From an optimization exercise on the open Yosys and OpenROAD flow, aimed at small area, a short achievable clock period and few clock cycles; shortcuts taken in it are not production practice.
RTL that was checked went through simulation tests only; none was proved equivalent to the original.
Power figures rest on the tool's default switching activity, not on a simulated workload.

Setup of nickel:
## fifo_conv_top
module fifo_conv_top(
input clk,
input rst,
input data_valid,
input [7:0] data_i,
output wire idle,
output wire done,
output wire [15:0] data_o,
output wire conv_done
);
Size: roughly 320 cells after synthesis, roughly 120 flip-flops, roughly 30 I/O pins.
Settings: LEC_CHECK=0, CAP_MARGIN=20, CORE_MARGIN=2, CORE_UTILIZATION=40, CTS_BUF_LIST=sky130_fd_sc_hd__clkbuf_8, CTS_CLUSTER_DIAMETER=150, CTS_CLUSTER_SIZE=40, SETUP_SLACK_MARGIN=2.9, SLEW_MARGIN=20; clock period 5.0 ns.
run.sh (not shown) runs the stock make flow with config.mk's settings and CLKGATE_MAP_FILE= SYNTH_SCRIPT=/design/flow/synth_recipe.tcl, a recipe that flattens the netlist after the stock synthesis.
Looking at the reports, nickel completed the entire flow and the layout it produced met the timing, DRC and antenna checks.
Changes in pepper relative to nickel:
- removing CTS_BUF_LIST (formerly sky130_fd_sc_hd__clkbuf_8)
- setting ABC_AREA to 1 for the first time
- removing CTS_CLUSTER_DIAMETER (formerly 150)
- changing SETUP_SLACK_MARGIN from 2.9 to 3.0
- removing CTS_CLUSTER_SIZE (formerly 40)
### Flow results
- Delta (pepper minus nickel): layout overhead on the synthesized area +3.8 points, synthesized area +about 5.4%.
- nickel leaves less setup margin than pepper.
- Between pepper and nickel, total power after layout is lower for nickel, pepper comes in above that.
- In pepper the adder and majority gate portion of the synthesized area turned out 0.51 points lower than in nickel.
- Port buffer count: nickel vs pepper identical
- Changes observed in pepper relative to nickel: distinct cell type count of the synthesized netlist went down 38%; multi-input combinational gate total went up about 38%; delay of the slowest cell on the worst path went down 80 ps.
Setup changes, pepper to harbor
- removing ABC_AREA (formerly 1)
- setting CTS_BUF_LIST to sky130_fd_sc_hd__clkbuf_4 for the first time
- setting CTS_CLUSTER_SIZE to 30 for the first time
- setting CTS_CLUSTER_DIAMETER to 100 for the first time
- changing SETUP_SLACK_MARGIN from 3.0 to 2.9
Run comparison: pepper endpoint of the worst setup timing path data_o[3]; harbor endpoint of the worst setup timing path data_o[14]. Going from pepper to harbor, total vias in the final route shows a reduction of about 16%; total power shows a reduction of 21%; worst-skew pair later-pin latency shows an increase of 90 ps; fraction of the mapped netlist area in simple logic gates shows a reduction of 6.7 points; smallest hold slack shows an increase of 37 ps. Looking only at worst stage delay on the critical path, and setting everything else aside, the higher value of pepper and harbor goes to harbor. Global-route wire length before repair on harbor is ahead of pepper. The standard cells in harbor occupy less silicon area than those in pepper do. Higher share of layout cells above drive strength 1 goes to harbor over pepper. Higher timing-limited maximum frequency among pepper and harbor: pepper. Measured against each other, pepper and harbor differ in final critical-path required period, the lower figure coming from pepper.
> inputs changed (harbor -> cedar)
- CTS_CLUSTER_DIAMETER no longer set, was 100
- SETUP_SLACK_MARGIN now 2.8, was 2.9
- CTS_BUF_LIST no longer set, was sky130_fd_sc_hd__clkbuf_4
- CTS_CLUSTER_SIZE no longer set, was 30
Results
Going from harbor to cedar, routed length on met3 shrinks by about 13%.
Clock network power (higher): cedar
Compare cedar and harbor | fraction of area in registers higher: harbor
Compared with harbor, maximum frequency in cedar decreased slightly.
The total via count after detailed routing on harbor is in line with that on cedar.
As far as number of buffers and inverters on the critical path goes, harbor and cedar are indistinguishable; the numbers are identical.
The final layout from cedar, which completed every stage, passed the timing, DRC and antenna checks at the end of the flow.
Against harbor, cedar comes in 2.4% higher on sum of routed wire length over all layers.
Modified inputs, zinc compared to cedar
- swapping 2.8 for 2.9 in SETUP_SLACK_MARGIN
- putting CTS_BUF_LIST at sky130_fd_sc_hd__clkbuf_4 sky130_fd_sc_hd__clkbuf_8 where nothing was set
Notes after the runs:
- Looking at wire length the detailed router placed on met1, zinc sits 2.6% below cedar.
- Total routing resource utilization after global routing for zinc: 0.27 points down relative to cedar
- NOTE final area cedar->zinc decreased by a few percent
- Sort cedar and zinc by total chip power desc -> top: cedar
- Compared with cedar, met2 wirelength from detailed routing in zinc decreased by a few percent.
No run of this note included a check of the RTL's function; only the layout flow was run.

========
The RTL this note starts from:
==> flow/design.v <==
module fifo_conv_top(
input clk,
input rst,
input data_valid,
input [7:0] data_i,
output wire idle,
output wire done,
output wire [15:0] data_o,
output wire conv_done
);
assign idle = 1'b1;
reg [7:0] x;           
reg acc;               
reg [7:0] h0, h1;      
reg [2:0] col;         
reg [2:0] row;         
reg signed [10:0] pq;
reg emit;
reg signed [8:0] q0, q1, q2, q3, q4, q5;
reg signed [10:0] out_r;
reg vld_r, done_r;
wire signed [8:0] d = {1'b0, x} + {1'b1, h0} + 9'd1;    
wire last_col = (col == 3'd4);
wire upd = acc && (col[2] || col[1]);    
always @(posedge clk) begin
  x <= data_i;
  acc <= data_valid;     
  pq <= q0 + (q3 <<< 1);
  out_r <= pq + q5;
  if (acc) begin
    h1 <= ~x;
    h0 <= h1;
  end
  if (upd) begin
    q0 <= q1; q1 <= q2; q2 <= q3; q3 <= q4; q4 <= q5; q5 <= d;
  end
  if (rst) begin
    col <= 3'd0;
    row <= 3'd0;
    emit <= 1'b0;
    vld_r <= 1'b0;
    done_r <= 1'b0;
  end else begin
    emit <= upd && (row[2] || row[1]);
    vld_r <= emit;
    done_r <= (row == 3'd5);
    if (acc) begin
      col <= last_col ? 3'd0 : col + 3'd1;
      if (last_col && row != 3'd5) row <= row + 3'd1;
    end
  end
end
assign data_o = {{5{out_r[10]}}, out_r};
assign conv_done = vld_r;
assign done = done_r;
endmodule
Settings: LEC_CHECK=0, CAP_MARGIN=20, CORE_MARGIN=2, CORE_UTILIZATION=75, PLACE_DENSITY=0.85, SETUP_SLACK_MARGIN=3.05, SLEW_MARGIN=20; clock period 5.0 ns.
standard.sh (not shown) runs the stock make flow with config.mk's settings and CLKGATE_MAP_FILE= SYNTH_SCRIPT=/design/flow/synth_recipe.tcl, a recipe that flattens the netlist after the stock synthesis.
==> flow/flow/run.sh <==
#!/bin/bash
# Own layout flow: the standard flow (standard.sh, standard synthesis
# included) with a few extra ORFS settings read from flow/knobs.txt, one
# VAR=value per line. Each tool's full output stays in the ORFS logs under
# orfs/logs; make's own output goes to make_finish.log here.
set -euo pipefail
W=$(pwd)
knobs=()
if [[ -f flow/knobs.txt ]]; then
  while IFS= read -r line; do
    [[ -z "$line" || "$line" == \#* ]] && continue
    knobs+=("${line//@FLOW@/$W/flow}")
  done < flow/knobs.txt
fi
bash standard.sh "${knobs[@]}" finish > make_finish.log 2>&1
==> flow/flow/knobs.txt <==
CTS_ARGS=-sink_clustering_enable -root_buf sky130_fd_sc_hd__clkbuf_8 -buf_list sky130_fd_sc_hd__clkbuf_4 -sink_clustering_size 50 -sink_clustering_max_diameter 200 -dont_use_dummy_load
BUFFER_PORTS_ARGS=-buffer_cell sky130_fd_sc_hd__buf_1
Testbench counts at the start, summed over its fixed seeds: cycles 1,624.
==> next run, changes <==
==> flow/flow/knobs.txt (replaced) <==
CTS_ARGS=-sink_clustering_enable -root_buf sky130_fd_sc_hd__clkbuf_8 -tree_buf sky130_fd_sc_hd__clkbuf_4 -buf_list sky130_fd_sc_hd__clkbuf_4 -sink_clustering_size 50 -sink_clustering_max_diameter 200 -dont_use_dummy_load
BUFFER_PORTS_ARGS=-buffer_cell sky130_fd_sc_hd__buf_1
What happened: The changed run ran to the end with no violations. Area after synthesis is unchanged. Critical path depth stays the same. Power is unchanged. Global-route usage stays the same.

-- separate check: timing with driven ports --
How much do the figures lean on ideal ports? The routed layouts below were timed once more, with nothing changed but the port constraints. Step 1 (the two cells are an assumption about what drives the block):
set clk [get_ports {clk}]
set_driving_cell -lib_cell sky130_fd_sc_hd__clkbuf_16 $clk
set_driving_cell -lib_cell sky130_fd_sc_hd__buf_2 [delete_from_list [all_inputs] $clk]
Step 2, shift: input delay + t, output delay - t, t = (earliest + latest rising clock arrival at the registers) / 2. This alone moves slack from input paths to output paths. Three values: ideal ports, drivers, drivers and shift; two values: the first two.
| run | shift t [ns] | slack for setup (ns) | cell pins on the clock port's net |
|---|---|---|---|
| nickel | 0.434 | 2.941 / 2.910 / 3.015 | 1 |
| pepper | 0.435 | 3.037 / 3.001 / 2.982 | 1 |
| harbor | 0.510 | 2.984 / 2.954 / 3.010 | 1 |
| cedar | 0.428 | 2.955 / 2.920 / 2.967 | 1 |
| zinc | 0.434 | 2.942 / 2.911 / 3.015 | 1 |
| the first run of note 2 | 0.383 | 3.119 / 3.087 / 3.160 | 1 |
| the second run of note 2 | 0.383 | 3.119 / 3.087 / 3.160 | 1 |
After both steps every run listed still meets setup and hold. For pepper, which loses most, drivers alone change the setup slack by -0.036 ns; drivers and shift together by -0.055 ns.
